Context: an optimization exercise on an open-source flow, tuned for small area and a short achievable clock period. The choices shown serve that exercise and are no tape-out recipe.
No functional check of the RTL was part of this run.
Power and IR drop assume default switching activity.

[design.v]
module fpa_add #(parameter W = 25, parameter L = 5)
                (input [W-1:0] a,
                 input [W-1:0] b,
                 input cin,
                 output [W-1:0] s,
                 output cout);
    wire [W-1:0] g [0:L];
    wire [W-1:0] p [0:L];
    wire [W-1:0] p0 = a ^ b;
    assign g[0] = (a & b) | {{(W-1){1'b0}}, p0[0] & cin};
    assign p[0] = p0;
    genvar l, i;
    generate
        for (l = 0; l < L; l = l + 1) begin : lv
            for (i = 0; i < W; i = i + 1) begin : bt
                if ((i >> l) & 1) begin : cmb
                    localparam J = ((i >> l) << l) - 1;
                    assign g[l+1][i] = g[l][i] | (p[l][i] & g[l][J]);
                    assign p[l+1][i] = p[l][i] & p[l][J];
                end else begin : pas
                    assign g[l+1][i] = g[l][i];
                    assign p[l+1][i] = p[l][i];
                end
            end
        end
    endgenerate
    assign s = p0 ^ {g[L][W-2:0], cin};
    assign cout = g[L][W-1];
endmodule
module FPU_Addition #(parameter BITS=32)
                        (input [BITS-1:0]A,
                         input [BITS-1:0]B,
                         input clk,
                         output [BITS-1:0] result);
    wire [7:0] eA = A[30:23];
    wire [7:0] eB = B[30:23];
    wire [7:0] dAB, dBA;
    wire       cAB, cBA;
    fpa_add #(8, 3) u_dab (.a(eA), .b(~eB), .cin(1'b1), .s(dAB), .cout(cAB));
    fpa_add #(8, 3) u_dba (.a(eB), .b(~eA), .cin(1'b1), .s(dBA), .cout(cBA));
    wire comp = cAB;                              
    wire [7:0] d = comp ? dAB : dBA;
    wire [23:0] mL = comp ? {1'b1, A[22:0]} : {1'b1, B[22:0]};
    wire [23:0] mS = comp ? {1'b1, B[22:0]} : {1'b1, A[22:0]};
    wire [7:0]  eL = comp ? eA : eB;
    wire        sL = comp ? A[31] : B[31];
    wire        sub = A[31] ^ B[31];
    wire [23:0] s0 = d[0] ? {1'b0,  mS[23:1]} : mS;
    wire [23:0] s1 = d[1] ? {2'b0,  s0[23:2]} : s0;
    wire [23:0] s2 = d[2] ? {4'b0,  s1[23:4]} : s1;
    wire [23:0] s3 = d[3] ? {8'b0,  s2[23:8]} : s2;
    wire [23:0] s4 = d[4] ? {16'b0, s3[23:16]} : s3;
    wire [23:0] mSa = (|d[7:5]) ? 24'd0 : s4;
    wire [24:0] T;
    wire        tc;
    fpa_add #(25, 5) u_add (.a({1'b0, mL}), .b({1'b0, mSa} ^ {25{sub}}), .cin(sub),
                         .s(T), .cout(tc));
    reg [24:0] T_r;
    reg [7:0]  E_r;                               
    reg        sL_r;
    always @(posedge clk) begin
        T_r  <= T;
        E_r  <= eL + 8'd1;
        sL_r <= sL;
    end
    wire        z4 = ~|T_r[24:9];
    wire [24:0] n4 = z4 ? {T_r[8:0], 16'd0} : T_r;
    wire        z3 = ~|n4[24:17];
    wire [24:0] n3 = z3 ? {n4[16:0], 8'd0} : n4;
    wire        z2 = ~|n3[24:21];
    wire [24:0] n2 = z2 ? {n3[20:0], 4'd0} : n3;
    wire        z1 = ~|n2[24:23];
    wire [24:0] n1 = z1 ? {n2[22:0], 2'd0} : n2;
    wire        z0 = ~n1[24];
    wire [23:0] n0 = z0 ? n1[22:0] : n1[23:1];
    wire        tz = z4 & ~|T_r[8:0];
    wire [4:0]  lz = {z4, z3, z2 & ~tz, z1 & ~tz, z0};
    wire [2:0]  k3 = lz[2:0];
    reg  [2:0]  lo3;
    reg         b3;
    always @(*) begin
        case (k3)
            3'd0: {b3, lo3} = {1'b0, E_r[2:0]};
            3'd1: {b3, lo3} = {1'b0, E_r[2:0]} - 4'd1;
            3'd2: {b3, lo3} = {1'b0, E_r[2:0]} - 4'd2;
            3'd3: {b3, lo3} = {1'b0, E_r[2:0]} - 4'd3;
            3'd4: {b3, lo3} = {1'b0, E_r[2:0]} - 4'd4;
            3'd5: {b3, lo3} = {1'b0, E_r[2:0]} - 4'd5;
            3'd6: {b3, lo3} = {1'b0, E_r[2:0]} - 4'd6;
            default: {b3, lo3} = {1'b0, E_r[2:0]} - 4'd7;
        endcase
    end
    wire [4:0]  P0 = E_r[7:3];
    wire [4:0]  P1 = E_r[7:3] - 5'd1;
    wire [4:0]  P2 = E_r[7:3] - 5'd2;
    wire [4:0]  P3 = E_r[7:3] - 5'd3;
    wire [4:0]  P4 = E_r[7:3] - 5'd4;
    reg  [4:0]  Ua, Ub;
    always @(*) begin
        case (lz[4:3])
            2'd0: begin Ua = P0; Ub = P1; end
            2'd1: begin Ua = P1; Ub = P2; end
            2'd2: begin Ua = P2; Ub = P3; end
            default: begin Ua = P3; Ub = P4; end
        endcase
    end
    wire [7:0]  expo = {b3 ? Ub : Ua, lo3};
    assign result = {sL_r, expo, n0[22:0]};
endmodule
[standard.sh]
#!/bin/bash
# synth_recipe.tcl (not shown) runs the flow's synth.tcl, then flattens the netlist and writes it again
# the make line also repeats each setting of config.mk as NAME=value (left out here)
make -C /OpenROAD-flow-scripts/flow DESIGN_CONFIG=/design/flow/config.mk WORK_HOME=/design/flow/orfs CLKGATE_MAP_FILE= SYNTH_SCRIPT=/design/flow/synth_recipe.tcl "${@:-finish}"
[config.mk]
export PLATFORM = sky130hd
export DESIGN_NAME = FPU_Addition
export DESIGN_NICKNAME = FPU_Addition
export VERILOG_FILES = /design/flow/design.v
export SDC_FILE = /design/flow/constraint.sdc
export NUM_CORES = 4
export LEC_CHECK = 0
export CAP_MARGIN = 20
export CORE_MARGIN = 2
export CORE_UTILIZATION = 40
export CTS_BUF_LIST = sky130_fd_sc_hd__clkbuf_4
export SLEW_MARGIN = 20
[flow/run.sh]
#!/bin/bash
# Standard synthesis and layout with two changes: the port buffers are the
# small sky130_fd_sc_hd__buf_1 instead of the delay buffer buffer_ports picks
# by default, and the timing repair steps aim for extra setup slack (the
# margin in flow/margin.txt) so that they size and buffer the critical paths.
set -euo pipefail
MARGIN=$(cat flow/margin.txt)
bash standard.sh finish SETUP_SLACK_MARGIN=$MARGIN \
    "BUFFER_PORTS_ARGS=-buffer_cell sky130_fd_sc_hd__buf_1" > standard.log 2>&1
[constraint.sdc]
create_clock -name core_clock -period 30.0 [get_ports {clk}]
set_input_delay 6.0000 -clock core_clock [delete_from_list [all_inputs] [get_ports {clk}]]
set_output_delay 6.0000 -clock core_clock [all_outputs]
set_load 0.01 [all_outputs]
[flow/margin.txt]
0
==> run notes <==
Status -> no timing/DRC/antenna violations
Largest net degree at the start of global routing -> 40
Crit-path cells -> buf_1 > inv_1 > ha_1 > fa_1 > nor2b_1 > o211ai_1 > and3_1 > nor2_4 > buf_4 > mux4_2 > mux2i_1 > a21oi_1 > a221oi_1 > mux2i_1 > fa_1 > a21o_1 > a21o_1 > a21o_1 > a21o_1 > a311oi_1 > nor3_1 > o41a_1 > a31oi_1 > mux2i_1
DRT Wirelength -> 20500 um
Fillers -> 1671
Htree depth -> 2
Critical path's slowest cell -> mux4_2
Count of unique library cells instantiated by Yosys -> 70
1st-pass router iterations -> 5
Post-CTS Resized -> 0
RSZ-0062 raised after global routing -> no
FF+latch count, synth -> 34
Asr flop ratio synth -> 0
Hold-critical path depth -> 3
Crit-path max FO -> 32
Fmax achieved -> 0.0792 GHz
Final number of setup-violating endpoints -> 0
Syn Nets -> 1002
PortBufs -> 96
Worst Hold Class -> in2reg
Iter 0 DRT Violations -> 604
Worst slew pin tran -> 0.806 ns
Synthesized cell area -> 0.00661 mm2
CTS Hold Bufs -> 0
Vias in the first global route -> 6205
Grt ovf -> 0
Slowest stage delay, CP -> 0.59 ns
Commonest cells after routing, fill and taps aside -> nand2_1, buf_1, nor2_1, xnor2_1, o21ai_0
CTS max path bufs -> 2
Final Hold Fails -> 0
Die area -> 0.0176 mm2
Sequential cell area fraction in the yosys report -> 0.103
Area contributors post-synth -> dfxtp_1, mux4_2, ha_1
Post-DRT Antenna Nets -> 0
Initial antenna violation count -> 1
Leading cell type in the layout, fill and taps excluded -> nand2_1
GRT Total Usage -> 0.226
Main synth FF type -> dfxtp_1
Number of flops mapped to enable cells by yosys -> 0
Mean Syn Cell Area -> 7.50 um2
Crit Path Class -> in2reg
Die height -> 133 um
Routed vias/inst -> 5.96
VDD IR-drop max -> 0.0408 mV
Tmin final -> 12.63 ns
Lkg Pwr -> 2.84 nW
Max-cap violations -> 0
Share of cells above drive strength 1 -> 0.0752
Number of I/O pins -> 97
Final #Nets -> 1064
Syn-to-layout area delta -> 9.02%
DRC viols -> 0
TritonCTS clock tree -> yes
Power per cell area -> 81.1 mW/mm2
Number of setup buffers added after CTS -> 0
Most frequent CP cell -> a21o_1
Levels on crit path -> 24
Width of the die -> 133 um
Global-route wire length before repair -> 32800 um
Worst EP required -> 30.26 ns
Startpoint Class -> input pin
CP bufs+invs -> 3
Global placer's final weighted congestion -> 0.917
Relative slew slack -> 0.448
Cell total after placement -> 1152
TritonCTS buffer count -> 5
Yosys warns -> 3
Crit path max-delay family -> compound AO/OA/AOI/OAI gates
Final Cycle Share -> 0.421
Vias -> 6919
DP Wirelength -> 16400 um
Dominant cell type by area after synthesis -> dfxtp_1
Clock Tree Root -> clkbuf_4
Avg WL per Cell -> 17.7 um
Total negative setup slack -> 0 ns
WP data arrival -> 12.88 ns
Placement Rows -> 46
CP endpoint kind -> flop
Initial core utilization -> 0.413
Clock Pin Slew Worst Setup and Hold Paths -> 0.09 ns
Post-synth top area share -> 0.103
Slew Limit Fails -> 0
Fin cells -> 1161
Core outline area -> 0.0160 mm2
Cell count after synthesis -> 881
Sink Count -> 34
## power breakdown
part	switching (mW)	internal (mW)
Combinational	0.273	0.186
Clock	0.0135	0.00969
Sequential	0.0373	0.0653
Total	0.323	0.261
## logic make-up (layout without fill, tap and decap cells)
family | Yosys count | count (layout) | synth area share
mux | 69 | 69 | 0.151
buf+inv | 90 | 153 | 0.0534
simple gates | 317 | 317 | 0.227
other cells | 0 | 1 | 0
xor+xnor | 64 | 64 | 0.0849
compound gates | 249 | 249 | 0.256
flops | 34 | 34 | 0.103
fa+ha+maj | 58 | 58 | 0.124
## per-stage QoR
| step | hold WS [ns] | setup WS (ns) | utilization | cell area (um2) | power (mW) |
|---|---|---|---|---|---|
| floorplan | 6.13 | 18.08 | - | 6610 | 0.432 |
| global placement | 6.31 | 17.20 | 0.446 | 7140 | 0.555 |
| detailed placement | 6.32 | 17.08 | 0.446 | 7140 | 0.557 |
| CTS | 5.95 | 17.41 | 0.450 | 7190 | 0.582 |
| global route | 5.99 | 16.92 | 0.450 | 7200 | 0.642 |
| finish | 5.97 | 17.37 | 0.450 | 7200 | 0.584 |
## final timing paths
kind              slack [ns]              end  start
setup / recovery       17.37  T_r[24]$_DFF_P_  A[23]
hold / removal          5.97     sL_r$_DFF_P_  B[31]
## metal layers
layer	share of wire	up-vias	global-route usage
li1	-	3396	-
met1	0.45	3182	0.308
met2	0.47	308	0.383
met3	0.059	33	0.0172
met4	0.022	0	0.0681
met5	0	-	0
## cell type report
cell class	instances	area (um2)	share of cell area
timing repair buffer	110	465	0.0646
clock buffer	6	45.0	0.00626
antenna	1	2.50	0.000348
clock inverter	2	8.76	0.00122
tap	216	270	0.0375
sequential	34	681	0.0945
inverter	35	131	0.0182
multi-input combinational	757	5600	0.777
## flip-flops by register name (all words and copies together), names as in the netlist
register  cells
T_r          25
sL_r          1
E_r           8
## synth_stat cells (19+ instances only)
library cell / instances
nor3_1: 19
nand2_1: 137
ha_1: 43
mux4_2: 24
inv_1: 35
xnor2_1: 55
clkbuf_1: 44
a211oi_1: 20
nand3_1: 38
a21oi_1: 45
o21ai_0: 55
dfxtp_1: 34
nor2_1: 59
mux2i_1: 39

[what the ideal ports hide]
In the flow no input, the clock included, has a driving cell. The finished layout below was timed again as built, in two steps. Step 1: set_driving_cell puts a clkbuf_16 on clk and a buf_2 on each other input, an assumption about the parent block. Step 2 times the ports against the registers' clock, not the clock port: input delays grow and output delays shrink by t, the midpoint of the rising clock arrivals with the driver on. a / b / c = ideal / step 1 / step 2; a / b = the first two.
t, ns: 0.348
setup slack, ns: 17.372 / 17.379 / 17.031
slew at the worst register clock pin (ns): 0.09 / 0.09
worst slew at a driven data input, ns: 0.04
After both steps this run still meets setup and hold. The setup slack of this run moves by +0.007 ns with the drivers and by -0.341 ns with both steps.
